From an optimization exercise on the open Yosys and OpenROAD flow, aimed at small area; shortcuts taken in it are not production practice. RTL that was checked went through simulation tests only; none was proved equivalent to the original. Only the layout flow was run in runs 1 and 2; the RTL was not checked for function there. No driver is modelled on the clock port, so clocking that relies on it looks cheaper here than on a real chip. Power and IR drop assume default switching activity.

## design/flow/design.v

```verilog
module display (
    input  logic clk,
    input  logic rst,
    input  logic [11:0] bin,
    input  logic blank_in,
    output logic [6:0] seg,
    output logic [3:0] an
);
  localparam logic [7:0] D_TT = 8'd14;
  localparam logic [7:0] C_TT = 8'd7;
  logic [3:0]  d14;
  logic [3:0]  c;
  logic [1:0]  j;           
  logic        first;       
  logic [11:0] a, d;
  logic [3:0]  dq;
  logic        blank_q;
  logic        load;
  logic d_fb, c_fb, c1or2, c2, c3;
  assign d_fb  = d14[3] ^ D_TT[{d14[2], d14[1], d14[0]}];
  assign c_fb  = c[3] ^ C_TT[{c[2], c[1], c[0]}];
  assign load  = ~d14[1] & ~d14[2] & ~d14[3];       
  assign c1or2 = c[0] & ~c[2] & ~c[3];              
  assign c2    = c[0] & c[1];                       
  assign c3    = c[1] & c[2];                       
  logic [1:0] sel_next;
  assign sel_next = {j[1] ^ (j[0] & c1or2), j[0] ^ c1or2};
  logic [5:0] v;
  logic [3:0] digit;
  assign v = sel_next[1] ? d[11:6] : d[5:0];
  logic [2:0] r2, r3, r4;  logic q2, q3, q4;
  logic [3:0] x2, x3, x4;
  assign x2 = {1'b0, v[5], v[4], v[3]};
  assign q2 = x2 >= 4'd5;  assign r2 = q2 ? 3'(x2 - 4'd5) : x2[2:0];
  assign x3 = {r2, v[2]};
  assign q3 = x3 >= 4'd5;  assign r3 = q3 ? 3'(x3 - 4'd5) : x3[2:0];
  assign x4 = {r3, v[1]};
  assign q4 = x4 >= 4'd5;  assign r4 = q4 ? 3'(x4 - 4'd5) : x4[2:0];
  assign digit = sel_next[0] ? {1'b0, q2, q3, q4} : {r4, v[0]};
  always_ff @(posedge clk) begin
    if (rst) begin
      d14 <= 4'b0001;
      c <= 4'b0000;
      j <= 2'd0;
      first <= 1'b1;
      dq <= 4'd0;
      blank_q <= 1'b1;
    end else begin
      d14 <= {d14[2:0], d_fb};
      c <= {c[2:0], c_fb};
      if (c2) j <= {j[1] ^ j[0], ~j[0]};
      if (load & c3) first <= 1'b0;             
      dq <= first ? 4'd0 : digit;
      blank_q <= blank_in;
    end
  end
  always_ff @(posedge clk) begin
    if (load) begin
      a <= bin;
      d <= a;
    end
  end
  always_comb begin
    case (dq)
      4'd0: seg = 7'b1000000;
      4'd1: seg = 7'b1111001;
      4'd2: seg = 7'b0100100;
      4'd3: seg = 7'b0110000;
      4'd4: seg = 7'b0011001;
      4'd5: seg = 7'b0010010;
      4'd6: seg = 7'b0000010;
      4'd7: seg = 7'b1111000;
      4'd8: seg = 7'b0000000;
      4'd9: seg = 7'b0010000;
      default: seg = 7'bxxxxxxx;
    endcase
  end
  assign an = blank_q ? 4'b1111 : ~(4'b0001 << j);
endmodule
module timebase (
    input  logic clk,
    input  logic rst,
    input  logic clr,
    output logic tick,
    output logic bst
);
  localparam logic [7:0] LO_TT = 8'd179;    
  localparam logic [7:0] HI_TT = 8'd93;     
  localparam logic [5:0] LO_POL = 6'b101010;
  localparam logic [9:0] HI_POL = 10'b1010101010;
  logic [5:0] lo, lo_q;
  logic       ph, prev;
  logic [9:0] hi, hi_q;
  assign lo = lo_q ^ LO_POL;
  assign hi = hi_q ^ HI_POL;
  logic lo_fb, hi_fb, lo49, lo0, hi500;
  assign lo_fb = lo[5] ^ LO_TT[{lo[3], lo[1], lo[0]}];
  assign hi_fb = hi[9] ^ HI_TT[{hi[6], hi[4], hi[1]}];
  assign lo49  = ~lo[0] & ~lo[1] & ~lo[3] & ~lo[4] & lo[5];           
  assign lo0   = ~lo[0] & ~lo[1] & ~lo[2] & ~lo[4] & ~lo[5];          
  assign hi500 = hi == 10'b1000100001;                                
  always_ff @(posedge clk) begin
    if (rst) begin
      lo_q <= LO_POL;
      ph <= 1'b0;
      hi_q <= HI_POL;
      bst <= 1'b0;
    end else begin
      lo_q <= {lo[4:0], lo_fb} ^ LO_POL;
      if (lo49) ph <= ~ph;
      if (lo49 & ph) hi_q <= {hi[8:0], hi_fb} ^ HI_POL;
      if (hi500 & lo0 & ~ph) bst <= ~bst;
    end
  end
  always_ff @(posedge clk) prev <= ~clr & ph;
  assign tick = ph & ~prev;
endmodule
module debounce (
    input  logic clk,
    input  logic rst,
    input  logic button,
    output logic result
);
  localparam logic [8:0] CLR = 9'b111011100;
  localparam logic [8:0] POL = 9'b010101010;
  logic ff1_n, ff2;            
  logic [8:0] r, s;
  logic ena, fb, clr;
  assign s   = r ^ POL;
  assign ena = s[8] & s[7] & s[6] & s[5] & s[3] & s[2] & s[1];
  assign fb  = ~(s[8] ^ s[4]) | (s[7] & s[6] & s[5] & s[4] & s[2] & s[1] & s[0]);
  assign clr = rst | (ff1_n == ff2);
  always_ff @(posedge clk) begin
    if (rst) begin
      ff1_n <= 1'b1;
      ff2 <= 1'b0;
      result <= 1'b0;
    end else begin
      ff1_n <= ~button;
      ff2 <= ~ff1_n;
      if (ena) result <= ff2;
    end
    r <= clr ? (CLR ^ POL) : ({s[7:0], fb} ^ POL);
  end
endmodule
module sw_counter (
    input  logic clk,
    input  logic clr,
    input  logic tick,
    input  logic mode_sw,
    input  logic start,
    input  logic stop,
    output logic [5:0] sec,
    output logic [5:0] min
);
  localparam logic [7:0] MS_TT = 8'd93;
  logic       run;
  logic [9:0] ms;
  logic ms_fb, ms_end, sec_end, min_end, step;
  assign ms_fb   = ms[9] ^ MS_TT[{ms[6], ms[4], ms[1]}];
  assign ms_end  = ms == 10'b1000000000;                           
  assign sec_end = sec[5] & sec[4] & sec[3] & sec[1] & sec[0];     
  assign min_end = min[5] & min[4] & min[3] & min[1] & min[0];     
  assign step = tick & mode_sw & run & ~(ms_end & sec_end & min_end);
  logic inc_s, inc_m;
  logic [5:0] sec_t, min_t;
  assign inc_s = step & ms_end;
  assign inc_m = inc_s & sec_end;
  assign sec_t = {inc_s & (&sec[4:0]), inc_s & (&sec[3:0]), inc_s & (&sec[2:0]), inc_s & (&sec[1:0]), inc_s & sec[0], inc_s};
  assign min_t = {inc_m & (&min[4:0]), inc_m & (&min[3:0]), inc_m & (&min[2:0]), inc_m & (&min[1:0]), inc_m & min[0], inc_m};
  always_ff @(posedge clk) begin
    if (clr) begin
      run <= 1'b0;
      ms <= 10'd0;
      sec <= 6'd0;
      min <= 6'd0;
    end else begin
      if (start) run <= 1'b1;
      else if (stop) run <= 1'b0;
      if (step) ms <= {ms[8:0], ms_fb};
      sec <= sec_end & inc_s ? 6'd0 : sec ^ sec_t;
      min <= min ^ min_t;
    end
  end
endmodule
module tm_counter (
    input  logic clk,
    input  logic clr,
    input  logic tick,
    input  logic mode_sw,
    input  logic inc_sw,
    input  logic start,
    input  logic stop,
    input  logic inc_min,
    input  logic inc_sec,
    output logic [5:0] sec,
    output logic [5:0] min,
    output logic blink
);
  localparam logic [7:0] MS_TT = 8'd93;
  logic       run, set_t, ps, pm;
  logic [9:0] ms;
  logic ms_fb, ms0, sec0, min0, sec60, min_ge60, up, t_ev, es, em;
  logic sdn, sup, min_dec, min_inc, min_59;
  assign ms_fb    = ms[9] ^ MS_TT[{ms[6], ms[4], ms[1]}];
  assign ms0      = ms == 10'd0;
  assign sec0     = sec == 6'd0;
  assign min0     = min == 6'd0;
  assign sec60    = sec[5] & sec[4] & sec[3] & sec[2];    
  assign min_ge60 = min[5] & min[4] & min[3] & min[2];
  assign up   = inc_sw & ~run;                       
  assign t_ev = tick & ~mode_sw & run;
  assign es   = ~tick & inc_sec & ~ps;
  assign em   = ~tick & inc_min & ~pm & ~(inc_sec & ~ps);
  assign sdn  = (t_ev & ms0) | (es & ~up);           
  assign sup  = es & up;                             
  assign min_dec = (sdn & sec0 & ~min0) | (em & ~up & ~min0);
  assign min_inc = (sup & sec60) | (em & up & ~min_ge60);
  assign min_59  = em & ~up & min0;
  logic sec_en, min_en;
  logic [5:0] sec_t, min_t, sec_c, min_c;
  assign sec_en = (sdn & ~sec0) | (sup & ~sec60);
  assign min_en = min_dec | min_inc;
  assign sec_c = sec ^ {6{~up}};
  assign min_c = min ^ {6{~up}};
  assign sec_t = {sec_en & (&sec_c[4:0]), sec_en & (&sec_c[3:0]), sec_en & (&sec_c[2:0]),
                  sec_en & (&sec_c[1:0]), sec_en & sec_c[0], sec_en};
  assign min_t = {min_en & (&min_c[4:0]), min_en & (&min_c[3:0]), min_en & (&min_c[2:0]),
                  min_en & (&min_c[1:0]), min_en & min_c[0], min_en};
  always_ff @(posedge clk) begin
    if (clr) begin
      run <= 1'b0;
      set_t <= 1'b0;
      ms <= 10'd0;
      sec <= 6'd0;
      min <= 6'd0;
      ps <= 1'b0;
      pm <= 1'b0;
    end else begin
      if (start) begin
        if (set_t) run <= 1'b1;
      end else if (stop) run <= 1'b0;
      else if (inc_min || inc_sec) set_t <= 1'b1;
      if (t_ev & ~(ms0 & sec0 & min0)) ms <= {ms[8:0], ms_fb};
      if (sdn & sec0 & ~min0) sec <= 6'd59;
      else if (sup & sec60) sec <= 6'd0;
      else sec <= sec ^ sec_t;
      if (min_59) min <= 6'd59;
      else min <= min ^ min_t;
      if (!tick) begin
        ps <= inc_sec;
        pm <= inc_min;
      end
    end
  end
  always_ff @(posedge clk) begin
    if (min0 && sec0) blink <= set_t;
    else if (clr | start | stop | inc_min | inc_sec) blink <= 1'b0;
  end
endmodule
module top (
    input  logic clk,
    input  logic rst,
    input  logic start_btn,
    input  logic stop_btn,
    input  logic softrst_sw,
    input  logic inc_min_btn,
    input  logic inc_sec_btn,
    input  logic inc_sw,
    input  logic mode_sw,
    output logic [6:0] seg,
    output logic [3:0] an
);
  logic start, stop, inc_min, inc_sec;
  debounce db_start (.clk(clk), .rst(rst), .button(start_btn),   .result(start));
  debounce db_stop  (.clk(clk), .rst(rst), .button(stop_btn),    .result(stop));
  debounce db_min   (.clk(clk), .rst(rst), .button(inc_min_btn), .result(inc_min));
  debounce db_sec   (.clk(clk), .rst(rst), .button(inc_sec_btn), .result(inc_sec));
  logic clr;
  assign clr = rst | softrst_sw;
  logic tick, bst;
  timebase tb (.clk(clk), .rst(rst), .clr(clr), .tick(tick), .bst(bst));
  logic [5:0] sec_sw, min_sw, sec_tm, min_tm;
  logic blink_tm;
  sw_counter swc (.clk(clk), .clr(clr), .tick(tick), .mode_sw(mode_sw), .start(start),
                  .stop(stop), .sec(sec_sw), .min(min_sw));
  tm_counter tmc (.clk(clk), .clr(clr), .tick(tick), .mode_sw(mode_sw), .inc_sw(inc_sw),
                  .start(start), .stop(stop), .inc_min(inc_min), .inc_sec(inc_sec),
                  .sec(sec_tm), .min(min_tm), .blink(blink_tm));
  display disp (.clk(clk), .rst(rst),
                .bin(mode_sw ? {min_sw, sec_sw} : {min_tm, sec_tm}),
                .blank_in(blink_tm & ~mode_sw & bst), .seg(seg), .an(an));
endmodule
```

## design/flow/standard.sh

```bash
#!/bin/bash
# synth_recipe.tcl (not shown) runs the flow's synth.tcl, then flattens the netlist and writes it again
# the make line also repeats each setting of config.mk as NAME=value (left out here)
make -C /OpenROAD-flow-scripts/flow DESIGN_CONFIG=/design/flow/config.mk WORK_HOME=/design/flow/orfs CLKGATE_MAP_FILE= SYNTH_SCRIPT=/design/flow/synth_recipe.tcl "${@:-finish}"
```

## design/flow/config.mk

```make
export PLATFORM = sky130hd
export DESIGN_NAME = top
export DESIGN_NICKNAME = top
export VERILOG_FILES = /design/flow/design.v
export SDC_FILE = /design/flow/constraint.sdc
export NUM_CORES = 4
export LEC_CHECK = 0
export CAP_MARGIN = 20
export CORE_MARGIN = 2
export CORE_UTILIZATION = 75
export SLEW_MARGIN = 20
export CTS_ARGS = -sink_clustering_enable -repair_clock_nets -dont_use_dummy_load -buf_list "sky130_fd_sc_hd__clkbuf_4 sky130_fd_sc_hd__clkbuf_8"
export BUFFER_PORTS_ARGS = -buffer_cell sky130_fd_sc_hd__buf_1
```

## design/flow/constraint.sdc

```tcl
create_clock -name core_clock -period 10.0 [get_ports {clk}]
set_input_delay 2.0000 -clock core_clock [delete_from_list [all_inputs] [get_ports {clk}]]
set_output_delay 2.0000 -clock core_clock [all_outputs]
set_load 0.01 [all_outputs]
```

## design/flow/flow/run.sh

```bash
#!/bin/bash
# Own flow: the standard layout, with clock tree synthesis told not to add
# dummy loads and smaller port buffers.  Each tool's output goes to its own log.
set -euo pipefail
cat >> config.mk <<'EOC'
export CTS_ARGS = -sink_clustering_enable -repair_clock_nets -dont_use_dummy_load -buf_list "sky130_fd_sc_hd__clkbuf_4 sky130_fd_sc_hd__clkbuf_8"
export BUFFER_PORTS_ARGS = -buffer_cell sky130_fd_sc_hd__buf_1
EOC
bash standard.sh > standard_flow.log 2>&1
```

==> results of run 1 <==
logic make-up (layout without fill, tap and decap cells):
group	after synthesis	after routing
simple gates	301	301
flops	157	157
compound gates	90	90
buf+inv	46	63
mux	38	38
xor+xnor	27	27
fa+ha+maj	16	16
worst paths after layout:
path,start,end,cells after the start
max,mode_sw,tmc.min[5],7
min,db_sec.r[0],db_sec.r[1],1
max reg2reg,disp.c[0],disp.dq[1],16
min reg2reg,db_sec.r[0],db_sec.r[1],1
state kept, by name (all words and copies together), names as in the netlist, 9 cells and up:
signal / cells
disp.d: 12
db_sec.r: 9
db_min.r: 9
tmc.ms: 10
disp.a: 12
swc.ms: 10
db_stop.r: 9
db_start.r: 9
tb.hi_q: 10
area by class of cell:
cell class	count	area, sq um
well taps	108	135
multi-input cells	472	2940
clock buffers	17	234
fillers	569	1700
inverters	24	90.1
repair buffers	22	95.1
flip-flops and latches	157	3390
metal layers:
layer  share of wire [%]  GRT usage, %  up-vias  wire (um)
met4                0.81          8.44        0         92
li1                    -             -     2379          -
met1                  46          32.4     2208       5170
met3                 3.7          5.54       10        421
met5                   0             0        -          0
met2                  50          41.1       97       5660
through the flow:
stage          worst slack, ns  utilization, %  hold slack, ns  instance area [sq um]
6_report                  5.87            80.2           0.368                   6890
5_1_grt                   5.67            80.2           0.390                   6890
4_1_cts                   5.93            80.1           0.375                   6890
3_5_place_dp              5.47            77.4           0.367                   6650
3_3_place_gp              5.56            77.4           0.362                   6650
2_1_floorplan             6.23               -           0.353                   6520
power breakdown:
group / leakage, uW / switching (uW) / total [uW] / internal [uW]
Clock: 0.000122 / 183 / 333 / 150
Sequential: 0.00133 / 14.6 / 681 / 666
Combinational: 0.00122 / 47.5 / 77.6 / 30.1
placed cells by master, fill, tap and decap left out, types with 4 or more instances in the layout:
master	Yosys	routed
a211o_1	6	6
a211oi_1	4	4
a21oi_1	34	34
a31oi_1	11	11
and2_1	4	4
and3_1	6	6
buf_1	2	18
clkbuf_8	0	17
dfxtp_1	132	132
edfxtp_1	25	25
ha_1	16	16
inv_1	24	24
mux2_2	11	11
mux2i_1	27	27
nand2_1	60	60
nand2b_1	20	20
nand3_1	25	25
nand4_1	8	8
nand4b_1	7	7
nor2_1	94	94
nor2b_1	16	16
nor3_1	17	16
nor3b_1	7	7
nor4_1	8	8
nor4b_1	6	6
o21ai_0	19	19
or4_1	7	7
xnor2_1	21	21
xor2_1	5	5
==> results.yml, run 1 <==
clocking:
  cts_buffers: 17
  cts-htree-levels: 4
  clk_pin_slew_ns: 0.09
  clock-sinks: 157
  cts-hold-fix-buffers: 0
  clock_latency_ns: 0.43
  postCtsResizedCells: 0
  cts_tree: "done"
  cts_setup_buffers: 0
  clockRootBuffer: "clkbuf_8"
  cts.path.max_buffers: 2
synthesis:
  ys_seq_area_share_pct: 52.0
  yosysTopAreaCellShare_pct: 40.5
  synthArstFlopShare_pct: 0
  syn-cell-area_sq_um: 6520
  avgSynthCellArea_sq_um: 9.66
  synth_edf_count: 25
  synth_cell_types: 56
  synth.largest_area_cell: "dfxtp_1"
  synth-simple-area-share_pct: 23.7
  synth_most_common_cell: "dfxtp_1"
  synthTopCellsByCount: "dfxtp_1 (132), nor2_1 (94), nand2_1 (60), a21oi_1 (34), mux2i_1 (27)"
  synth_top_family_by_area: "simple AND/OR/NAND/NOR gates"
  synth_compound_area_share_pct: 8.42
  synth_seq_cells: 157
  synth_xor_area_share_pct: 3.74
  synth_nets: 700
  synthMuxAreaShare_pct: 6.04
  synth_warnings: 5
  synthFlopType: "dfxtp_1"
  synth_fa_ha_area_share_pct: 3.07
  synth_cells: 675
  synth_area_leaders: "dfxtp_1 (41%), edfxtp_1 (12%), nor2_1 (5.4%)"
routing:
  drc: 0
  drtAntennaViolNets: 0
  dr.pass1.iters: 5
  wirelength_um: 11300
  vias_per_cell: 5.87
  drt_iter0_drc: 280
  wire_per_inst_um: 14.2
  dr_total_vias: 4694
pwr:
  total_power_uw: 1090
  p_leak_uw: 0.00267
  power_density_nw_per_um2: 158
  peakVddDrop_v: 0.000107
timing:
  finalCritPeriodShare_pct: 41.3
  fin_tns_setup_ns: 0
  fin_crit_ns: 4.13
  slew_violations: 0
  finalHoldViolations: 0
  worst_pin_slew_ns: 0.844
  rsz0062_at_grt: "no"
  slew_headroom_pct: 43.7
  setup_violations: 0
  skew_ns: 0.0415
  fmaxAchievable_mhz: 242
setup_path:
  rrSetupSlack_ns: 6.31
  cpPeakStageDelay_ns: 0.62
  critical_path_arrival_ns: 4.48
  crit_chain: "buf_1 > and4bb_1 > nand4_2 > a211o_1 > a21boi_1 > mux2_2 > nor3_2"
  critPathMaxFanout: 17
  required_ns: 10.34
  crit_path_end_kind: "flip-flop"
  crit_type: "primary input to flip-flop"
  critical-path-top-delay-family: "compound AO/OA/AOI/OAI gates"
  crit_path_top_delay_cell: "buf_1"
  startpoint_type: "primary input"
  worst-path-buf-inv: 1
grt:
  antenna_found_initial: 0
  grt.overflow.total: 0
  grtUsageTotal_pct: 24.8
  grt_pass1_wl_um: 19400
  first_global_vias: 4399
  grt_max_degree: 57
floorplan:
  fp.dieH_um: 97.2
  die-area_sq_um: 9460
  core_sq_um: 8590
  die_width_um: 97.2
  initial_core_util_pct: 75.9
  io_pins: 20
  fp-row-count: 34
cells_and_area:
  antenna_cells: 0
  layout-drive-gt1-share_pct: 6.36
  layoutNonFillerInstCount: 800
  area_growth_pct: 5.66
  final_net_count: 719
place:
  port_buffers: 19
  dp.cells: 783
  dp_hpwl_um: 7970
  gp_congestion: 0.909
outcome:
  status: "complete, no violations"
min_path:
  hp-class: "flip-flop to flip-flop"
flow_run:
  drv_cap: 0
==> run 2, diff against run 1 <==
==> design/flow/flow/run.sh (replaced) <==
#!/bin/bash
# Own flow: the standard layout (standard.sh), with these changes:
#  - clock tree synthesis uses clkbuf_4 and adds no dummy loads; after it,
#    flow/fix_clk.tcl upsizes the clock buffers whose flip-flop clock pins
#    would see a slow slew (POST_CTS_TCL hook);
#  - port buffers are buf_1.
# The make run's full output goes to standard_flow.log; each ORFS step keeps
# its own log under orfs/logs.
set -euo pipefail
here=$(pwd)
cat >> config.mk <<EOC
export CTS_ARGS = -sink_clustering_enable -repair_clock_nets -dont_use_dummy_load -buf_list sky130_fd_sc_hd__clkbuf_4
export BUFFER_PORTS_ARGS = -buffer_cell sky130_fd_sc_hd__buf_1
export POST_CTS_TCL = $here/flow/fix_clk.tcl
export FIX_CLK_SLEW_PS = 105
EOC
bash standard.sh > standard_flow.log 2>&1
==> design/flow/flow/fix_clk.tcl (new file) <==
# Upsize (clkbuf_4 -> clkbuf_8) each clock buffer that drives a flip-flop
# clock pin whose estimated slew is over FIX_CLK_SLEW_PS, then re-legalise.
estimate_parasitics -placement
set limit $::env(FIX_CLK_SLEW_PS)
set slow {}
foreach pin [all_registers -clock_pins -edge_triggered] {
  set worst 0
  foreach edge {rise fall} {
    foreach a {min max} {
      set s [get_property $pin slew_${a}_$edge]
      set ps [expr {[sta::time_ui_sta $s] * 1e12}]
      set worst [expr {max($worst, $ps)}]
    }
  }
  set net [get_nets -of_objects $pin]
  set drv [get_pins -of_objects $net -filter "direction==output"]
  set inst [get_cells -of_objects $drv]
  puts [format "fix_clk: %s %.1f ps driven by %s" [get_full_name $pin] $worst [get_full_name $inst]]
  if {$worst > $limit} { lappend slow [get_full_name $inst] }
}
foreach name [lsort -unique $slow] {
  set inst [get_cells $name]
  if {[get_property $inst ref_name] eq "sky130_fd_sc_hd__clkbuf_4"} {
    puts "fix_clk: upsizing $name"
    replace_cell $inst sky130_fd_sc_hd__clkbuf_8
  }
}
detailed_placement
check_placement -verbose
estimate_parasitics -placement
==> design/flow/config.mk (replaced) <==
export PLATFORM = sky130hd
export DESIGN_NAME = top
export DESIGN_NICKNAME = top
export VERILOG_FILES = /design/flow/design.v
export SDC_FILE = /design/flow/constraint.sdc
export NUM_CORES = 4
export LEC_CHECK = 0
export CAP_MARGIN = 20
export CORE_MARGIN = 2
export CORE_UTILIZATION = 65
export SLEW_MARGIN = 20
export CTS_ARGS = -sink_clustering_enable -repair_clock_nets -dont_use_dummy_load -buf_list sky130_fd_sc_hd__clkbuf_4
export BUFFER_PORTS_ARGS = -buffer_cell sky130_fd_sc_hd__buf_1
export POST_CTS_TCL = /design/flow/flow/fix_clk.tcl
export FIX_CLK_SLEW_PS = 105
==> run 2 against run 1 <==
Compared with the run above: clock power fell by 17%; worst hold slack worse by 0.0040 ns; synthesized cell count unchanged; sequential power about the same; combinational power is essentially flat; clock skew down 0.011 ns; worst setup slack better by 0.17 ns; first-iteration DRC count down 5.7%; utilization down 10 points; via count fell by 0.68%; non-clock buffer count unchanged; global-route usage fell by 2.4 points; critical path type unchanged; largest power group unchanged; highest routed layer unchanged.
==> results.yml, run 2 <==
outcome:
  status: "complete, no violations"
synthesis:
  synthTopCellsByCount: "dfxtp_1 (132), nor2_1 (94), nand2_1 (60), a21oi_1 (34), mux2i_1 (27)"
  yosysTopAreaCellShare_pct: 40.5
  synth_seq_cells: 157
  syn-cell-area_sq_um: 6520
  synth_nets: 700
  synth_warnings: 5
  synth_cell_types: 56
  synth.largest_area_cell: "dfxtp_1"
  synthFlopType: "dfxtp_1"
  synth_edf_count: 25
  ys_seq_area_share_pct: 52.0
  synth_cells: 675
  synth_area_leaders: "dfxtp_1 (41%), edfxtp_1 (12%), nor2_1 (5.4%)"
  avgSynthCellArea_sq_um: 9.66
  synth_most_common_cell: "dfxtp_1"
  synthArstFlopShare_pct: 0
setup_path:
  reg2regPathDepth: 16
  critPathMaxFanout: 17
  required_ns: 10.45
  crit_path_end_kind: "flip-flop"
  crit_start: "mode_sw"
  crit_path_end: "tmc.min[5]"
  critical_path_arrival_ns: 4.42
  startpoint_type: "primary input"
  rrSetupSlack_ns: 6.42
  crit_type: "primary input to flip-flop"
  r2r-start: "disp.c[0]"
  reg2reg_to: "disp.dq[1]"
timing:
  skew_ns: 0.0308
  setup_violations: 0
  finalCritPeriodShare_pct: 39.7
  fmaxAchievable_mhz: 252
  slew_violations: 0
  finalHoldViolations: 0
  slew_headroom_pct: 46.5
  whs_ns: 0.364
  worst_pin_slew_ns: 0.802
  rsz0062_at_grt: "no"
  fin_tns_setup_ns: 0
  fin_crit_ns: 3.97
  fin_ws_ns: 6.03
routing:
  drt_iter0_drc: 264
  vias_per_cell: 5.65
  drtAntennaViolNets: 0
  wirelength_um: 11500
  drc: 0
  wire_per_inst_um: 13.9
  dr.pass1.iters: 4
  dr_total_vias: 4662
floorplan:
  initial_core_util_pct: 66.7
  io_pins: 20
  die-area_sq_um: 10900
  fp.dieH_um: 104
  die_width_um: 104
  core_sq_um: 9770
  fp-row-count: 36
place:
  dp_hpwl_um: 8090
  gp_congestion: 0.883
  post-place-ws_ns: 5.51
  port_buffers: 19
clocking:
  clock_latency_ns: 0.55
  clock-sinks: 157
  clk_pin_slew_ns: 0.10
  cts_tree: "done"
grt:
  grt.overflow.total: 0
  antenna_found_initial: 0
  grt_max_degree: 56
  first_global_vias: 4498
  grt_pass1_wl_um: 19800
  grtUsageTotal_pct: 22.3
pwr:
  total_power_uw: 1030
  p_leak_uw: 0.00264
  peakVddDrop_v: 0.000114
  power_density_nw_per_um2: 151
min_path:
  hp-class: "flip-flop to flip-flop"
flow_run:
  drv_cap: 0
cells_and_area:
  mostFrequentLayoutCells: "dfxtp_1 (132), nor2_1 (94), nand2_1 (60)"
  final_core_util_pct: 70.0
  layout-drive-gt1-share_pct: 6.36
  antenna_cells: 0
  mostFrequentLayoutCell: "dfxtp_1"
  fillers: 804
  reg.largest.list: "disp.a x12, disp.d x12"
  area_growth_pct: 4.99
  final_net_count: 719
run 2: per-layer routing:
metal / up-vias / share of wire [%] / GRT usage, %
met3: 14 / 2.4 / 5.58
met5: - / 0 / 0
met4: 0 / 1.6 / 8.88
li1: 2383 / - / -
met2: 45 / 49 / 38.3
met1: 2220 / 47 / 26.9
run 2: worst max-delay path, stage by stage:
cell	delay [ns]
buf_1	0.57
and4bb_1	0.39
nand4_2	0.12
a211o_1	0.18
a21boi_1	0.59
mux2_2	0.42
nor3_2	0.14
run 2: area by class of cell:
cell class	count	area [sq um]	area share, %
well taps	133	166	2.43
inverters	24	90.1	1.32
flip-flops and latches	157	3390	49.6
repair buffers	22	95.1	1.39
multi-input cells	472	2940	43.0
clock buffers	17	159	2.32
run 2: stage by stage:
| step | instances | instance area, sq um |
|---|---|---|
| after floorplan | 675 | 6520 |
| after global placement | 808 | 6680 |
| after detailed placement | 808 | 6680 |
| after global routing | 825 | 6850 |
| final | 825 | 6850 |
run 2: cells by family (layout without fill, tap and decap cells):
logic type      count (synthesis)  after routing  share of synthesized area (%)
simple gates                  301            301                           23.7
flops                         157            157                           52.0
compound gates                 90             90                           8.42
buf+inv                        46             63                           2.97
mux                            38             38                           6.04
xor+xnor                       27             27                           3.74
fa+ha+maj                      16             16                           3.07
run 2: how the worst min path moves through the flow:
| stage | end | depth (start not counted) | slack (ns) | startpoint |
|---|---|---|---|---|
| floorplan | db_min.r[4] | 1 | 0.35 | db_min.r[3] |
| global placement | db_stop.r[4] | 1 | 0.36 | db_stop.r[3] |
| detailed placement | db_stop.r[4] | 1 | 0.37 | db_stop.r[3] |
| global route | db_sec.r[5] | 1 | 0.37 | db_sec.r[4] |
| finish | db_sec.r[5] | 1 | 0.36 | db_sec.r[4] |
run 2: power by group:
| part | leakage (uW) | internal [uW] | switching, uW | total, uW |
|---|---|---|---|---|
| combinational | 0.00122 | 30.0 | 47.7 | 77.6 |
| sequential | 0.00133 | 665 | 14.4 | 680 |
| clock | 0.0000912 | 98.4 | 178 | 277 |
| total | 0.00264 | 794 | 240 | 1030 |
==> run 3, diff against run 2 <==
--- a/design/flow/design.v
+++ b/design/flow/design.v
@@ -162,12 +162,6 @@
   assign sec_end = sec[5] & sec[4] & sec[3] & sec[1] & sec[0];     
   assign min_end = min[5] & min[4] & min[3] & min[1] & min[0];     
   assign step = tick & mode_sw & run & ~(ms_end & sec_end & min_end);
-  logic inc_s, inc_m;
-  logic [5:0] sec_t, min_t;
-  assign inc_s = step & ms_end;
-  assign inc_m = inc_s & sec_end;
-  assign sec_t = {inc_s & (&sec[4:0]), inc_s & (&sec[3:0]), inc_s & (&sec[2:0]), inc_s & (&sec[1:0]), inc_s & sec[0], inc_s};
-  assign min_t = {inc_m & (&min[4:0]), inc_m & (&min[3:0]), inc_m & (&min[2:0]), inc_m & (&min[1:0]), inc_m & min[0], inc_m};
   always_ff @(posedge clk) begin
     if (clr) begin
       run <= 1'b0;
@@ -177,9 +171,13 @@
     end else begin
       if (start) run <= 1'b1;
       else if (stop) run <= 1'b0;
-      if (step) ms <= {ms[8:0], ms_fb};
-      sec <= sec_end & inc_s ? 6'd0 : sec ^ sec_t;
-      min <= min ^ min_t;
+      if (step) begin
+        ms <= {ms[8:0], ms_fb};
+        if (ms_end) begin
+          sec <= sec_end ? 6'd0 : sec + 6'd1;
+          if (sec_end) min <= min + 6'd1;
+        end
+      end
     end
   end
 endmodule
==> run 3 against run 2 <==
Compared with the run above: sequential cell count unchanged; power increased by 0.30%; final area decreased by 0.62%; critical path type is now flip-flop to flip-flop; wire length decreased by 5.3%; utilization increased by 0.21 points.
==> results.yml, run 3 <==
outcome:
  status: "complete, no violations"
cells_and_area:
  layoutNonFillerInstCount: 803
  mostFrequentLayoutCells: "dfxtp_1 (132), nor2_1 (94), nand2_1 (51)"
  reg.largest.list: "disp.a x12, disp.d x12"
  multi_input_area_sq_um: 2910
  final_area_sq_um: 6800
  area_growth_pct: 5.41
  fillers: 721
  final_net_count: 697
  final_core_util_pct: 70.3
  seq_area_sq_um: 3390
  antenna_cells: 0
  mostFrequentLayoutCell: "dfxtp_1"
  layout-drive-gt1-share_pct: 7.31
setup_path:
  critical_path_arrival_ns: 4.68
  rrSetupSlack_ns: 5.81
  crit_path_end: "disp.dq[2]"
  crit_path_top_delay_cell: "xor2_1"
  crit_type: "flip-flop to flip-flop"
  critPathMaxFanout: 11
  crit_chain: "nor3b_1 > ha_1 > xor2_1 > o31ai_1 > ha_1 > nand2b_1 > a311oi_1 > a21oi_1 > xnor2_1 > ha_1 > or2b_2 > a41oi_2 > mux2_1 > a21oi_1"
  startpoint_type: "flip-flop"
  crit_start: "disp.c[0]"
  cpPeakStageDelay_ns: 0.70
  cp_common_cell: "ha_1"
  critical-path-top-delay-family: "compound AO/OA/AOI/OAI gates"
  crit_cells: 14
  reg2regPathDepth: 14
  required_ns: 10.49
  r2r-start: "disp.c[0]"
  reg2reg_to: "disp.dq[2]"
  crit_path_end_kind: "flip-flop"
  worst-path-buf-inv: 0
clocking:
  clock-sinks: 157
  clk_pin_slew_ns: 0.09
  cts_tree: "done"
  clock_latency_ns: 0.56
pwr:
  p_leak_uw: 0.00263
  power_density_nw_per_um2: 152
  peakVddDrop_v: 0.000113
synthesis:
  yosysTopAreaCellShare_pct: 40.9
  synth_most_common_cell: "dfxtp_1"
  synthArstFlopShare_pct: 0
  synth_area_leaders: "dfxtp_1 (41%), edfxtp_1 (12%), nor2_1 (5.5%)"
  synthTopCellsByCount: "dfxtp_1 (132), nor2_1 (94), nand2_1 (51), a21oi_1 (38), mux2i_1 (29)"
  syn-cell-area_sq_um: 6450
  synthMuxAreaShare_pct: 7.11
  ys_seq_area_share_pct: 52.6
  synthFlopType: "dfxtp_1"
  avgSynthCellArea_sq_um: 9.89
  synth_top_family_by_area: "simple AND/OR/NAND/NOR gates"
  synth_nets: 678
  synth_seq_cells: 157
  synth_xor_area_share_pct: 5.41
  synth.largest_area_cell: "dfxtp_1"
  synth_compound_area_share_pct: 8.97
  synth-simple-area-share_pct: 20.3
  synth_cells: 653
  synth_cell_types: 54
  synth_fa_ha_area_share_pct: 3.10
  synth_warnings: 5
  synth_edf_count: 25
grt:
  grt.overflow.total: 0
  grt_max_degree: 56
  first_global_vias: 4227
  grtUsageTotal_pct: 21.7
  grt_pass1_wl_um: 18900
  antenna_found_initial: 0
min_path:
  hp-class: "flip-flop to flip-flop"
  hp-start: "db_stop.r[1]"
routing:
  dr_total_vias: 4524
  drt_iter0_drc: 331
  vias_per_cell: 5.63
  route.met3.wl_um: 410
  wirelength_um: 10800
  wl_met2_um: 5160
  dr.pass1.iters: 7
  wl_met1_um: 5070
  wire_per_inst_um: 13.5
  drtAntennaViolNets: 0
  drc: 0
  dr.max_layer_used: "met4"
timing:
  setup_violations: 0
  fin_crit_ns: 4.19
  rsz0062_at_grt: "no"
  worst_pin_slew_ns: 0.886
  skew_ns: 0.0312
  whs_ns: 0.386
  slew_headroom_pct: 40.8
  finalHoldViolations: 0
  fmaxAchievable_mhz: 238
  fin_tns_setup_ns: 0
  slew_violations: 0
  finalCritPeriodShare_pct: 41.9
floorplan:
  io_pins: 20
  fp.dieH_um: 104
  fp-row-count: 36
  die_width_um: 104
  initial_core_util_pct: 66.7
  core_sq_um: 9680
  die-area_sq_um: 10700
place:
  placed_cell_area_sq_um: 6630
  port_buffers: 19
  dp.cells: 786
  gp_congestion: 0.819
  dp_hpwl_um: 7600
flow_run:
  drv_cap: 0
==> run 3: cell types whose count changed after synthesis, sizes merged, moves of 5 or more <==
cell | before | now
nand3 | 25 | 8
o21ai | 21 | 27
buf | 7 | 2
or4 | 7 | 2
xor2 | 6 | 16
nand2 | 60 | 51
==> run 3: layout make-up <==
cell class / instances / share of cell area [%]
Tap cell: 133 / 2.45
Inverter: 22 / 1.21
Sequential cell: 157 / 49.9
Timing Repair Buffer: 21 / 1.29
Multi-Input combinational cell: 453 / 42.8
Clock buffer: 17 / 2.43
==> run 3: where the power goes <==
group	switching (uW)	internal [uW]
clock	180	103
combinational	43.5	31.4
sequential	14.1	665
==> run 3: cell families after synthesis <==
| family | Yosys count |
|---|---|
| fa+ha+maj | 16 |
| mux | 43 |
| xor+xnor | 39 |
| flops | 157 |
| simple gates | 261 |
| compound gates | 94 |
| buf+inv | 43 |
==> run 3: worst reg2reg max path, stage by stage (launching register included) <==
cell and delay [ns]:
dfxtp_1 0.39, nor3b_1 0.23, ha_1 0.25, xor2_1 0.70, o31ai_1 0.23, ha_1 0.25, nand2b_1 0.16, a311oi_1 0.30
a21oi_1 0.12, xnor2_1 0.25, ha_1 0.20, or2b_2 0.30, a41oi_2 0.28, mux2_1 0.35, a21oi_1 0.13
==> run 3: worst min-delay path by stage <==
stage,end,slack [ns],depth (start not counted)
floorplan,db_min.r[4],0.35,1
global placement,db_sec.r[4],0.35,1
detailed placement,db_sec.r[4],0.37,1
global route,db_stop.r[6],0.40,1
finish,db_stop.r[2],0.39,1
==> run 3: metal layers <==
layer  up-vias  track usage, %
met1      2134            26.7
met2        80            35.1
met5         -               0
met4         0            8.69
li1       2291               -
met3        19            7.30
==> run 3: through the flow <==
| step | worst slack (ns) | power, uW |
|---|---|---|
| finish | 5.81 | 1040 |
| detailed placement | 5.34 | 769 |
| global route | 5.43 | 1080 |
| global placement | 5.52 | 765 |
| floorplan | 6.53 | 751 |
==> run 4, diff against run 3 <==
--- a/design/flow/design.v
+++ b/design/flow/design.v
@@ -251,10 +251,7 @@
       end
     end
   end
-  always_ff @(posedge clk) begin
-    if (min0 && sec0) blink <= set_t;
-    else if (clr | start | stop | inc_min | inc_sec) blink <= 1'b0;
-  end
+  always_ff @(posedge clk) blink <= min0 & sec0 & set_t;
 endmodule
 module top (
     input  logic clk,
--- a/design/flow/flow/run.sh
+++ b/design/flow/flow/run.sh
@@ -3,6 +3,8 @@
 #  - clock tree synthesis uses clkbuf_4 and adds no dummy loads; after it,
 #    flow/fix_clk.tcl upsizes the clock buffers whose flip-flop clock pins
 #    would see a slow slew (POST_CTS_TCL hook);
+#  - before the placement resizer, flow/downsize.tcl sets combinational
+#    cells to their smallest drive strength (PRE_RESIZE_TCL hook);
 #  - port buffers are buf_1.
 # The make run's full output goes to standard_flow.log; each ORFS step keeps
 # its own log under orfs/logs.
@@ -13,5 +15,6 @@
 export BUFFER_PORTS_ARGS = -buffer_cell sky130_fd_sc_hd__buf_1
 export POST_CTS_TCL = $here/flow/fix_clk.tcl
 export FIX_CLK_SLEW_PS = 105
+export PRE_RESIZE_TCL = $here/flow/downsize.tcl
 EOC
 bash standard.sh > standard_flow.log 2>&1
==> design/flow/flow/downsize.tcl (new file) <==
# Before the placement resizer: put every combinational cell at the smallest
# drive strength of its kind (synthesis maps some gates upsized); the
# resizer's repair_design that follows fixes any slew or capacitance limit.
# Flip-flops, clock cells and delay cells are left as they are.
set db [ord::get_db]
set count 0
foreach inst [[ord::get_db_block] getInsts] {
  set m [$inst getMaster]
  if {[$m getType] ne "CORE"} { continue }
  set name [$m getName]
  if {![regexp {^(sky130_fd_sc_hd__[a-z0-9]+)_([0-9]+)$} $name -> base size]} { continue }
  if {[regexp {__(df|edf|sdf|dl|clk|dly|conb|tap|fill|decap|diode)} $base]} { continue }
  set best $name
  set barea [expr {double([$m getWidth]) * [$m getHeight]}]
  foreach s {0 1 2} {
    set c [$db findMaster ${base}_$s]
    if {$c eq "NULL"} { continue }
    set a [expr {double([$c getWidth]) * [$c getHeight]}]
    if {$a < $barea} { set best ${base}_$s; set barea $a }
  }
  if {$best ne $name} {
    puts "downsize: [$inst getName] $name -> $best"
    replace_cell [get_cells [$inst getName]] $best
    incr count
  }
}
puts "downsize: $count cells"
--- a/design/flow/config.mk
+++ b/design/flow/config.mk
@@ -13,3 +13,4 @@
 export BUFFER_PORTS_ARGS = -buffer_cell sky130_fd_sc_hd__buf_1
 export POST_CTS_TCL = /design/flow/flow/fix_clk.tcl
 export FIX_CLK_SLEW_PS = 105
+export PRE_RESIZE_TCL = /design/flow/flow/downsize.tcl
==> run 4 against run 3 <==
Compared with the run above: sequential share of layout area is essentially flat; power shrank 0.23%; die area down 0.16%; critical path type is now primary input to flip-flop; combinational power down 2%; clock power is essentially flat; clock-buffer cell count is the same; highest routed layer unchanged; utilization is 0.19 points lower; still clean on timing, DRC and antenna.
==> results.yml, run 4 <==
floorplan:
  initial_core_util_pct: 66.5
  core_sq_um: 9680
  io_pins: 20
  die_width_um: 104
  die-area_sq_um: 10700
  fp.dieH_um: 104
  fp-row-count: 36
setup_path:
  critPathMaxFanout: 18
  crit_cells: 9
  critical-path-top-delay-family: "buffers and inverters"
  crit_chain: "buf_1 > buf_1 > nor4bb_1 > buf_1 > and4_1 > o211ai_1 > a21boi_0 > xnor2_1 > and3_1"
  cp_common_cell: "buf_1"
  critical_path_arrival_ns: 4.31
  worst-path-buf-inv: 3
  crit_path_end_kind: "flip-flop"
  startpoint_type: "primary input"
  crit_path_top_delay_cell: "buf_1"
  reg2regPathDepth: 15
  required_ns: 10.43
  cpPeakStageDelay_ns: 0.64
  crit_type: "primary input to flip-flop"
synthesis:
  synth_cell_types: 57
  synth_seq_cells: 157
  syn-cell-area_sq_um: 6440
  synth_area_leaders: "dfxtp_1 (41%), edfxtp_1 (11%), nor2_1 (5.6%)"
  synth_warnings: 5
  synth_most_common_cell: "dfxtp_1"
  synth_nets: 688
  synth_cells: 663
  avgSynthCellArea_sq_um: 9.72
  synthTopCellsByCount: "dfxtp_1 (133), nor2_1 (96), nand2_1 (59), a21oi_1 (43), xnor2_1 (27)"
  synth.largest_area_cell: "dfxtp_1"
  synth_edf_count: 24
  synthArstFlopShare_pct: 0
  ys_seq_area_share_pct: 52.5
  synthFlopType: "dfxtp_1"
  yosysTopAreaCellShare_pct: 41.3
routing:
  dr_total_vias: 4590
  vias_per_cell: 5.60
  dr.pass1.iters: 5
  drtAntennaViolNets: 0
  drc: 0
  wire_per_inst_um: 13.4
  drt_iter0_drc: 248
  wirelength_um: 11000
cells_and_area:
  layout-drive-gt1-share_pct: 5.98
  layoutNonFillerInstCount: 819
  final_net_count: 713
  mostFrequentLayoutCell: "dfxtp_1"
  reg.largest.list: "disp.a x12, disp.d x12"
  area_growth_pct: 5.30
  mostFrequentLayoutCells: "dfxtp_1 (133), nor2_1 (96), nand2_1 (59)"
  antenna_cells: 0
place:
  gp_congestion: 0.827
  dp_hpwl_um: 7780
  port_buffers: 19
  dp.cells: 802
pwr:
  power_frac_seq_pct: 65.5
  intPower_uw: 801
  peakVddDrop_v: 0.000133
  clockPowerShare_pct: 27.3
  pwr-share-comb_pct: 7.1
  p_leak_uw: 0.00261
  power_density_nw_per_um2: 153
  p_sw_uw: 234
  switching_share_pct: 22.6
timing:
  finalCritPeriodShare_pct: 38.7
  finalHoldViolations: 0
  fmaxAchievable_mhz: 258
  rsz0062_at_grt: "no"
  slew_headroom_pct: 42.6
  worst_pin_slew_ns: 0.861
  setup_violations: 0
  skew_ns: 0.0308
  fin_crit_ns: 3.87
  fin_tns_setup_ns: 0
  slew_violations: 0
flow_run:
  drv_cap: 0
grt:
  grt_pass1_wl_um: 18900
  antenna_found_initial: 0
  grt_max_degree: 49
  first_global_vias: 4296
  grt.overflow.total: 0
  grtUsageTotal_pct: 21.5
min_path:
  hp-class: "flip-flop to flip-flop"
  min_path_cells: 1
clocking:
  clock-sinks: 157
  clock_latency_ns: 0.54
  cts_tree: "done"
  clk_pin_slew_ns: 0.09
outcome:
  status: "complete, no violations"
-- run 4: cell types whose count changed in the layout (fill, tap and decap cells not counted), sizes merged, moves of 4 or more --
cell	delta
a21oi	+5
xor2	-8
nand3	+4
xnor2	+5
nand2	+8
mux2i	-7
buf	+4
and3	-4
nand2b	-4
-- run 4: path summary, 6_finish.rpt --
| check | start | to | slack, ns |
|---|---|---|---|
| min reg2reg | tb.lo_q[2] | tb.lo_q[3] | 0.38 |
| max reg2reg | disp.c[0] | disp.dq[1] | 6.32 |
| max | mode_sw | tmc.min[2] | 6.13 |
| min | tb.lo_q[2] | tb.lo_q[3] | 0.38 |
-- run 4: layer usage --
metal | wire [um] | vias to the layer above | global-route usage [%]
li1 | - | 2344 | -
met1 | 5090 | 2148 | 26.3
met2 | 5400 | 83 | 36.5
met3 | 383 | 15 | 6.17
met4 | 117 | 0 | 7.43
met5 | 0 | - | 0
-- run 4: layout make-up --
cell class,instances,area (sq um)
fillers,764,2900
repair buffers,25,115
flip-flops and latches,157,3380
multi-input cells,465,2870
clock buffers,17,171
inverters,22,82.6
well taps,133,166
-- run 4: logic make-up (layout without fill, tap and decap cells) --
kind of cell	after synthesis	count (layout)	synth area share, %
and+or+nand+nor	275	275	21.0
DFF	157	157	52.5
AOI/OAI and AO/OA	105	105	10.3
buffers and inverters	41	64	2.45
xor gates and xnor gates	36	36	5.13
muxes	33	33	5.51
adders and majority gates	16	16	3.11
-- run 4: metrics by stage --
stage | util, % | hold slack (ns) | area, sq um | setup slack (ns) | power, uW
detailed placement | 68.2 | 0.368 | 6610 | 5.60 | 766
finish | 70.1 | 0.381 | 6790 | 6.13 | 1030
floorplan | - | 0.353 | 6440 | 6.39 | 748
global route | 70.1 | 0.402 | 6790 | 5.91 | 1080
global placement | 68.6 | 0.362 | 6640 | 6.06 | 763
-- run 4: power by group through the flow --
stage / registers (uW) / clock network [uW] / logic, uW
finish: 678 / 283 / 73.6
global placement: 692 / 0 / 70.8
floorplan: 689 / 0 / 58.2
detailed placement: 693 / 0 / 73.5
global route: 682 / 316 / 83.9
==> run 5, diff against run 4 <==
--- a/design/flow/design.v
+++ b/design/flow/design.v
@@ -251,7 +251,10 @@
       end
     end
   end
-  always_ff @(posedge clk) blink <= min0 & sec0 & set_t;
+  always_ff @(posedge clk) begin
+    if (min0 && sec0) blink <= set_t;
+    else if (clr | start | stop | inc_min | inc_sec) blink <= 1'b0;
+  end
 endmodule
 module top (
     input  logic clk,
==> run 5 against run 4 <==
Compared with the run above: still clean; worst hold slack lost 0.012 ns; critical endpoint is now disp.dq[2]; clock power is 1% higher; die area increased by 0.16%; sequential power barely moved; clock skew grew 0.0044 ns; highest routed layer unchanged.
==> results.yml, run 5 <==
cells_and_area:
  mostFrequentLayoutCells: "dfxtp_1 (132), nor2_1 (94), nand2_1 (51)"
  fillers: 741
  antenna_cells: 0
  layout-drive-gt1-share_pct: 6.10
  final_core_util_pct: 69.9
  final_area_sq_um: 6770
  area_growth_pct: 4.90
  final_net_count: 699
  reg.largest.list: "disp.a x12, disp.d x12"
  mostFrequentLayoutCell: "dfxtp_1"
setup_path:
  crit_path_end_kind: "flip-flop"
  startpoint_type: "flip-flop"
  crit_path_top_delay_cell: "xnor2_1"
  cp_common_cell: "ha_1"
  critPathMaxFanout: 7
  critical_path_arrival_ns: 4.69
  required_ns: 10.50
  crit_chain: "nor3b_1 > ha_1 > xnor2_1 > mux2i_1 > inv_1 > ha_1 > nand2b_1 > a311oi_1 > a21oi_1 > xnor2_1 > ha_1 > or2b_1 > a41oi_1 > mux2_1 > a21oi_1"
  crit_type: "flip-flop to flip-flop"
  cpPeakStageDelay_ns: 0.62
routing:
  wire_per_inst_um: 13.4
  wirelength_um: 10800
  drc: 0
  dr.pass1.iters: 5
  vias_per_cell: 5.59
  dr_total_vias: 4499
  drt_iter0_drc: 252
  drtAntennaViolNets: 0
grt:
  grtUsageTotal_pct: 21.5
  grt_pass1_wl_um: 18800
  antenna_found_initial: 0
  grt_max_degree: 40
  first_global_vias: 4305
  grt.overflow.total: 0
place:
  port_buffers: 19
  dp_hpwl_um: 7680
  gp_congestion: 0.819
  placed_cell_area_sq_um: 6600
synthesis:
  synthMuxAreaShare_pct: 7.11
  synth_cells: 653
  syn-cell-area_sq_um: 6450
  ys_seq_area_share_pct: 52.6
  synth_top_family_by_area: "simple AND/OR/NAND/NOR gates"
  synth-simple-area-share_pct: 20.3
  synthTopCellsByCount: "dfxtp_1 (132), nor2_1 (94), nand2_1 (51), a21oi_1 (38), mux2i_1 (29)"
  synth_most_common_cell: "dfxtp_1"
  synthFlopType: "dfxtp_1"
  synth_xor_area_share_pct: 5.41
  synth_nets: 678
  synth_cell_types: 54
  avgSynthCellArea_sq_um: 9.89
  yosysTopAreaCellShare_pct: 40.9
  synth_warnings: 5
  synth_area_leaders: "dfxtp_1 (41%), edfxtp_1 (12%), nor2_1 (5.5%)"
  synth_edf_count: 25
  synth.largest_area_cell: "dfxtp_1"
  synth_compound_area_share_pct: 8.97
  synthArstFlopShare_pct: 0
  synth_fa_ha_area_share_pct: 3.10
  synth_seq_cells: 157
floorplan:
  initial_core_util_pct: 66.7
  core_sq_um: 9680
  fp.dieH_um: 104
  fp-row-count: 36
  io_pins: 20
  die_width_um: 104
  die-area_sq_um: 10700
timing:
  fin_tns_setup_ns: 0
  fmaxAchievable_mhz: 239
  setup_violations: 0
  rsz0062_at_grt: "no"
  slew_headroom_pct: 31.1
  finalCritPeriodShare_pct: 41.9
  fin_crit_ns: 4.19
  slew_violations: 0
  skew_ns: 0.0351
  worst_pin_slew_ns: 1.02
  finalHoldViolations: 0
clocking:
  clock_latency_ns: 0.58
  clock-sinks: 157
  clk_pin_slew_ns: 0.10
  cts_tree: "done"
pwr:
  power_density_nw_per_um2: 153
  p_leak_uw: 0.00264
  peakVddDrop_v: 0.000147
  total_power_uw: 1040
flow_run:
  drv_cap: 0
outcome:
  status: "complete, no violations"
min_path:
  hp-class: "flip-flop to flip-flop"
-- run 5: power by group --
part	internal [uW]	total (uW)	switching [uW]
sequential	666	679	13.6
combinational	30.0	72.0	42.0
clock	107	287	180
total	802	1040	236
-- run 5: critical path: cells and delay by family (launching register included) --
kind                       cells  cell delay [ns]
muxes                          2             0.70
DFF                            1             0.35
and+or+nand+nor                3             0.53
xor gates and xnor gates       2             0.86
buffers and inverters          1             0.12
adders and majority gates      3             0.63
AOI/OAI and AO/OA              4             0.90
-- run 5: worst paths after layout --
| path | start | endpoint | slack (ns) | depth (start not counted) |
|---|---|---|---|---|
| worst max-delay path | disp.c[0] | disp.dq[2] | 5.81 | 15 |
| worst min-delay path | db_sec.r[7] | db_sec.r[8] | 0.37 | 1 |
| worst min register to register | db_sec.r[7] | db_sec.r[8] | 0.37 | 1 |
| worst max register to register | disp.c[0] | disp.dq[2] | 5.81 | 15 |
-- run 5: logic make-up (layout without fill, tap and decap cells) --
kind of cell,Yosys count,count (layout)
mux,43,43
buf+inv,43,62
flops,157,157
fa+ha+maj,16,16
simple gates,261,261
compound gates,94,94
xor+xnor,39,39
-- run 5: layer usage --
| metal | vias to the layer above | GRT usage, % | wire [um] |
|---|---|---|---|
| li1 | 2290 | - | - |
| met1 | 2110 | 25.7 | 4890 |
| met2 | 73 | 35.6 | 5160 |
| met3 | 26 | 6.54 | 461 |
| met4 | 0 | 10.3 | 260 |
| met5 | - | 0 | 0 |
-- run 5: metrics by stage --
stage               instances  hold slack (ns)  worst slack, ns
global placement          786            0.355             5.52
global route              805            0.386             5.38
floorplan                 653            0.353             6.53
finish                    805            0.369             5.81
detailed placement        788            0.366             5.42
-- run 5: final cells by class --
| class | instances | area (sq um) | share of cell area (%) |
|---|---|---|---|
| sequential | 157 | 3390 | 50.1 |
| tap | 133 | 166 | 2.46 |
| inverter | 22 | 82.6 | 1.22 |
| multi-input combinational | 453 | 2850 | 42.1 |
| timing repair buffer | 23 | 110 | 1.63 |
| clock buffer | 17 | 171 | 2.53 |
==> run 6, diff against run 5 <==
--- a/design/flow/design.v
+++ b/design/flow/design.v
@@ -251,10 +251,7 @@
       end
     end
   end
-  always_ff @(posedge clk) begin
-    if (min0 && sec0) blink <= set_t;
-    else if (clr | start | stop | inc_min | inc_sec) blink <= 1'b0;
-  end
+  always_ff @(posedge clk) blink <= min0 & sec0 & set_t;
 endmodule
 module top (
     input  logic clk,
--- a/design/flow/flow/run.sh
+++ b/design/flow/flow/run.sh
@@ -11,7 +11,7 @@
 set -euo pipefail
 here=$(pwd)
 cat >> config.mk <<EOC
-export CTS_ARGS = -sink_clustering_enable -repair_clock_nets -dont_use_dummy_load -buf_list sky130_fd_sc_hd__clkbuf_4
+export CTS_ARGS = -repair_clock_nets -dont_use_dummy_load -buf_list sky130_fd_sc_hd__clkbuf_4
 export BUFFER_PORTS_ARGS = -buffer_cell sky130_fd_sc_hd__buf_1
 export POST_CTS_TCL = $here/flow/fix_clk.tcl
 export FIX_CLK_SLEW_PS = 105
--- a/design/flow/config.mk
+++ b/design/flow/config.mk
@@ -9,7 +9,7 @@
 export CORE_MARGIN = 2
 export CORE_UTILIZATION = 65
 export SLEW_MARGIN = 20
-export CTS_ARGS = -sink_clustering_enable -repair_clock_nets -dont_use_dummy_load -buf_list sky130_fd_sc_hd__clkbuf_4
+export CTS_ARGS = -repair_clock_nets -dont_use_dummy_load -buf_list sky130_fd_sc_hd__clkbuf_4
 export BUFFER_PORTS_ARGS = -buffer_cell sky130_fd_sc_hd__buf_1
 export POST_CTS_TCL = /design/flow/flow/fix_clk.tcl
 export FIX_CLK_SLEW_PS = 105
==> run 6 against run 5 <==
Compared with the run above: critical path type is now primary input to flip-flop; clock power shrank 1%; maximum frequency rose by 8.1%; highest routed layer unchanged; critical endpoint is now tmc.min[2]; final area up 0.20%.
==> results.yml, run 6 <==
cells_and_area:
  antenna_cells: 0
  final_area_sq_um: 6790
  final_net_count: 713
  seq_area_sq_um: 3380
  multi_input_area_sq_um: 2870
  mostFrequentLayoutCells: "dfxtp_1 (133), nor2_1 (96), nand2_1 (59)"
  final_core_util_pct: 70.1
  fillers: 764
  layout-drive-gt1-share_pct: 5.98
  mostFrequentLayoutCell: "dfxtp_1"
  area_growth_pct: 5.30
  reg.largest.list: "disp.a x12, disp.d x12"
floorplan:
  initial_core_util_pct: 66.5
  fp.dieH_um: 104
  core_sq_um: 9680
  fp-row-count: 36
  die-area_sq_um: 10700
  io_pins: 20
  die_width_um: 104
place:
  placed_cell_area_sq_um: 6610
  gp_congestion: 0.827
  port_buffers: 19
  post-place-ws_ns: 5.60
  dp_hpwl_um: 7780
synthesis:
  synthArstFlopShare_pct: 0
  synth_seq_cells: 157
  yosysTopAreaCellShare_pct: 41.3
  syn-cell-area_sq_um: 6440
  synth_cell_types: 57
  synth_cells: 663
  ys_seq_area_share_pct: 52.5
  avgSynthCellArea_sq_um: 9.72
  synth_edf_count: 24
  synthTopCellsByCount: "dfxtp_1 (133), nor2_1 (96), nand2_1 (59), a21oi_1 (43), xnor2_1 (27)"
  synth_warnings: 5
  synthFlopType: "dfxtp_1"
  synth_nets: 688
  synth.largest_area_cell: "dfxtp_1"
  synth_area_leaders: "dfxtp_1 (41%), edfxtp_1 (11%), nor2_1 (5.6%)"
  synth_most_common_cell: "dfxtp_1"
pwr:
  p_leak_uw: 0.00261
  pwr-share-comb_pct: 7.1
  power_frac_seq_pct: 65.5
  peakVddDrop_v: 0.000133
  clockPowerShare_pct: 27.3
  switching_share_pct: 22.6
  intPower_uw: 801
  p_sw_uw: 234
  power_density_nw_per_um2: 153
grt:
  grt_max_degree: 49
  antenna_found_initial: 0
  grt_pass1_wl_um: 18900
  grtUsageTotal_pct: 21.5
  first_global_vias: 4296
  grt.overflow.total: 0
setup_path:
  rrSetupSlack_ns: 6.32
  crit_path_end_kind: "flip-flop"
  crit_type: "primary input to flip-flop"
  reg2regPathDepth: 15
  required_ns: 10.43
  critical_path_arrival_ns: 4.31
  critPathMaxFanout: 18
  startpoint_type: "primary input"
routing:
  wire_per_inst_um: 13.4
  vias_per_cell: 5.60
  dr.pass1.iters: 5
  dr_total_vias: 4590
  drtAntennaViolNets: 0
  drc: 0
  drt_iter0_drc: 248
  wirelength_um: 11000
outcome:
  status: "complete, no violations"
timing:
  skew_ns: 0.0308
  whs_ns: 0.381
  worst_pin_slew_ns: 0.861
  finalCritPeriodShare_pct: 38.7
  fin_crit_ns: 3.87
  fmaxAchievable_mhz: 258
  rsz0062_at_grt: "no"
  setup_violations: 0
  finalHoldViolations: 0
  fin_tns_setup_ns: 0
  fin_ws_ns: 6.13
  slew_headroom_pct: 42.6
  slew_violations: 0
min_path:
  hp-class: "flip-flop to flip-flop"
  min_path_cells: 1
clocking:
  cts_tree: "done"
  clock_latency_ns: 0.54
  clk_pin_slew_ns: 0.09
  clock-sinks: 157
flow_run:
  drv_cap: 0
-- run 6: cell count changes after synthesis, moves of 3 or more --
cell	previous run	this run
a21o_1	0	3
a21oi_1	38	43
a31oi_1	7	10
a41oi_1	0	3
and3_1	8	4
clkbuf_1	19	14
mux2i_1	29	22
nand2_1	51	59
nand2b_1	24	20
nand3_1	8	12
nor3_1	18	22
xnor2_1	22	27
xor2_1	16	7
-- run 6: power by group through the flow --
stage / registers [uW] / logic, uW / clock network [uW]
final: 678 / 73.6 / 283
after global routing: 682 / 83.9 / 316
after detailed placement: 693 / 73.5 / 0
after global placement: 692 / 70.8 / 0
after floorplan: 689 / 58.2 / 0
-- run 6: routing by layer --
layer,global-route usage [%],share of wire [%]
met5,0,0
met4,7.43,1.1
met3,6.17,3.5
met2,36.5,49
met1,26.3,46
-- run 6: logic make-up (layout without fill, tap and decap cells) --
kind of cell / count (synthesis) / in the layout / share of synthesized area, %
XOR/XNOR: 36 / 36 / 5.13
flip-flops: 157 / 157 / 52.5
buffers and inverters: 41 / 64 / 2.45
AO/OA/AOI/OAI: 105 / 105 / 10.3
AND/OR/NAND/NOR: 275 / 275 / 21.0
multiplexers: 33 / 33 / 5.51
adder cells (fa/ha/maj): 16 / 16 / 3.11
-- run 6: layout make-up --
cell class                 count  share of cell area, %
tap                          133                   2.45
multi-input combinational    465                   42.2
sequential                   157                   49.9
clock buffer                  17                   2.53
timing repair buffer          25                   1.70
inverter                      22                   1.22
-- run 6: per-stage QoR --
step | std cells | total power [uW]
after detailed placement | 802 | 766
after floorplan | 663 | 748
final | 819 | 1030
after global placement | 800 | 763
after global routing | 819 | 1080
-- run 6: path summary, 6_finish.rpt --
path                                   end       start
worst max-delay path            tmc.min[2]     mode_sw
worst min register to register  tb.lo_q[3]  tb.lo_q[2]
worst max register to register  disp.dq[1]   disp.c[0]
worst min-delay path            tb.lo_q[3]  tb.lo_q[2]
-- run 6: critical path: stages --
cell,delay [ns]
buf_1,0.06
buf_1,0.64
nor4bb_1,0.13
buf_1,0.22
and4_1,0.20
o211ai_1,0.49
a21boi_0,0.22
xnor2_1,0.16
and3_1,0.17
==> run 7, diff against run 6 <==
--- a/design/flow/flow/run.sh
+++ b/design/flow/flow/run.sh
@@ -11,7 +11,7 @@
 set -euo pipefail
 here=$(pwd)
 cat >> config.mk <<EOC
-export CTS_ARGS = -repair_clock_nets -dont_use_dummy_load -buf_list sky130_fd_sc_hd__clkbuf_4
+export CTS_ARGS = -sink_clustering_enable -repair_clock_nets -dont_use_dummy_load -buf_list sky130_fd_sc_hd__clkbuf_4 -sink_clustering_size 30 -sink_clustering_max_diameter 300 -sink_clustering_levels 1 -sink_clustering_buffer sky130_fd_sc_hd__clkbuf_8
 export BUFFER_PORTS_ARGS = -buffer_cell sky130_fd_sc_hd__buf_1
 export POST_CTS_TCL = $here/flow/fix_clk.tcl
 export FIX_CLK_SLEW_PS = 105
--- a/design/flow/config.mk
+++ b/design/flow/config.mk
@@ -9,7 +9,7 @@
 export CORE_MARGIN = 2
 export CORE_UTILIZATION = 65
 export SLEW_MARGIN = 20
-export CTS_ARGS = -repair_clock_nets -dont_use_dummy_load -buf_list sky130_fd_sc_hd__clkbuf_4
+export CTS_ARGS = -sink_clustering_enable -repair_clock_nets -dont_use_dummy_load -buf_list sky130_fd_sc_hd__clkbuf_4 -sink_clustering_size 30 -sink_clustering_max_diameter 300 -sink_clustering_levels 1 -sink_clustering_buffer sky130_fd_sc_hd__clkbuf_8
 export BUFFER_PORTS_ARGS = -buffer_cell sky130_fd_sc_hd__buf_1
 export POST_CTS_TCL = /design/flow/flow/fix_clk.tcl
 export FIX_CLK_SLEW_PS = 105
==> run 7 against run 6 <==
Compared with the run above: utilization unchanged; sequential share of layout area unchanged; clock skew unchanged; clock-buffer cell count unchanged; sequential power about the same; critical path depth unchanged.
==> results.yml, run 7 <==
synthesis:
  synth_cells: 663
  synthFlopType: "dfxtp_1"
  synthArstFlopShare_pct: 0
  ys_seq_area_share_pct: 52.5
  avgSynthCellArea_sq_um: 9.72
  synth_area_leaders: "dfxtp_1 (41%), edfxtp_1 (11%), nor2_1 (5.6%)"
  syn-cell-area_sq_um: 6440
  synth_nets: 688
  synth_cell_types: 57
  synth_edf_count: 24
  synth.largest_area_cell: "dfxtp_1"
  synthTopCellsByCount: "dfxtp_1 (133), nor2_1 (96), nand2_1 (59), a21oi_1 (43), xnor2_1 (27)"
  synth_warnings: 5
  yosysTopAreaCellShare_pct: 41.3
  synth_seq_cells: 157
  synth_most_common_cell: "dfxtp_1"
cells_and_area:
  layout-drive-gt1-share_pct: 5.98
  mostFrequentLayoutCell: "dfxtp_1"
  final_net_count: 713
  mostFrequentLayoutCells: "dfxtp_1 (133), nor2_1 (96), nand2_1 (59)"
  area_growth_pct: 5.30
  layoutNonFillerInstCount: 819
  fillers: 764
  antenna_cells: 0
  final_core_util_pct: 70.1
  reg.largest.list: "disp.a x12, disp.d x12"
clocking:
  clock-sinks: 157
  clock_latency_ns: 0.54
  cts_tree: "done"
  clk_pin_slew_ns: 0.09
setup_path:
  crit_type: "primary input to flip-flop"
  required_ns: 10.43
  critPathMaxFanout: 18
  startpoint_type: "primary input"
  worst-path-buf-inv: 3
  crit_path_top_delay_cell: "buf_1"
  critical-path-top-delay-family: "buffers and inverters"
  cp_common_cell: "buf_1"
  crit_chain: "buf_1 > buf_1 > nor4bb_1 > buf_1 > and4_1 > o211ai_1 > a21boi_0 > xnor2_1 > and3_1"
  cpPeakStageDelay_ns: 0.64
  critical_path_arrival_ns: 4.31
  crit_path_end_kind: "flip-flop"
pwr:
  p_leak_uw: 0.00261
  peakVddDrop_v: 0.000133
  total_power_uw: 1030
  power_density_nw_per_um2: 153
place:
  dp.cells: 802
  gp_congestion: 0.827
  port_buffers: 19
  dp_hpwl_um: 7780
floorplan:
  die-area_sq_um: 10700
  fp.dieH_um: 104
  initial_core_util_pct: 66.5
  core_sq_um: 9680
  io_pins: 20
  fp-row-count: 36
  die_width_um: 104
grt:
  grt.overflow.total: 0
  grtUsageTotal_pct: 21.5
  antenna_found_initial: 0
  grt_max_degree: 49
  first_global_vias: 4296
  grt_pass1_wl_um: 18900
routing:
  drtAntennaViolNets: 0
  wirelength_um: 11000
  wire_per_inst_um: 13.4
  drt_iter0_drc: 248
  dr.pass1.iters: 5
  drc: 0
  dr_total_vias: 4590
  vias_per_cell: 5.60
timing:
  slew_violations: 0
  worst_pin_slew_ns: 0.861
  finalHoldViolations: 0
  fin_tns_setup_ns: 0
  fin_crit_ns: 3.87
  finalCritPeriodShare_pct: 38.7
  slew_headroom_pct: 42.6
  rsz0062_at_grt: "no"
  setup_violations: 0
  skew_ns: 0.0308
  fmaxAchievable_mhz: 258
min_path:
  hp-class: "flip-flop to flip-flop"
outcome:
  status: "complete, no violations"
flow_run:
  drv_cap: 0
run 7: path summary, 6_finish.rpt:
| check | slack (ns) | to | cells past startpoint | start |
|---|---|---|---|---|
| max reg2reg | 6.32 | disp.dq[1] | 15 | disp.c[0] |
| min reg2reg | 0.38 | tb.lo_q[3] | 1 | tb.lo_q[2] |
| max | 6.13 | tmc.min[2] | 9 | mode_sw |
| min | 0.38 | tb.lo_q[3] | 1 | tb.lo_q[2] |
run 7: metrics by stage:
step                hold slack (ns)  setup WS [ns]  area [sq um]
floorplan                     0.353           6.39          6440
global placement              0.362           6.06          6640
detailed placement            0.368           5.60          6610
global route                  0.402           5.91          6790
finish                        0.381           6.13          6790
run 7: cell type report:
type | instances | area, sq um | area share [%]
Sequential cell | 157 | 3380 | 49.9
Tap cell | 133 | 166 | 2.45
Clock buffer | 17 | 171 | 2.53
Timing Repair Buffer | 25 | 115 | 1.70
Multi-Input combinational cell | 465 | 2870 | 42.2
Inverter | 22 | 82.6 | 1.22
run 7: per-layer routing:
layer | GRT usage, % | vias to the layer above | part of all wire [%]
met3 | 6.17 | 15 | 3.5
met5 | 0 | - | 0
met1 | 26.3 | 2148 | 46
li1 | - | 2344 | -
met4 | 7.43 | 0 | 1.1
met2 | 36.5 | 83 | 49
run 7: cells by family after synthesis:
logic type / count (synthesis) / share of synthesized area, %
AND/OR/NAND/NOR: 275 / 21.0
XOR/XNOR: 36 / 5.13
buffers and inverters: 41 / 2.45
AO/OA/AOI/OAI: 105 / 10.3
adder cells (fa/ha/maj): 16 / 3.11
flip-flops: 157 / 52.5
multiplexers: 33 / 5.51
run 7: power breakdown:
group | leakage [uW] | switching (uW) | internal, uW | total, uW
Combinational | 0.00119 | 44.6 | 28.9 | 73.6
Clock | 0.0000963 | 176 | 107 | 283
Sequential | 0.00132 | 13.4 | 665 | 678
Total | 0.00261 | 234 | 801 | 1030

[re-timing with driven ports]
The results above use ideal ports. As a check the final layouts listed here were re-extracted and re-timed, cells and wires unchanged.
Step 1 sets driving cells, clkbuf_16 on the clock port and buf_2 on the other inputs (assumed; they add their load-dependent delay and slew).
Step 2 adds t to the input delays and takes it off the output delays; t is the mean of the earliest and latest rising clock arrival at the registers after step 1. Input paths then give back, and output paths get back, about the clock's delay inside the block.
Three values: no drivers, after step 1, after step 2; two values: the first two.
run | t (ns) | setup slack, ns | worst setup path at the end
run 1 | 0.443 | 5.866 / 5.866 / 5.423 | input to register
run 2 | 0.566 | 6.033 / 6.041 / 5.475 | input to register
run 3 | 0.579 | 5.805 / 5.805 / 5.632 | input to register
run 4 | 0.556 | 6.127 / 6.122 / 5.565 | input to register
run 5 | 0.596 | 5.813 / 5.813 / 5.362 | input to register
run 6 | 0.556 | 6.127 / 6.122 / 5.565 | input to register
run 7 | 0.556 | 6.127 / 6.122 / 5.565 | input to register
After both steps every run listed still meets setup and hold.
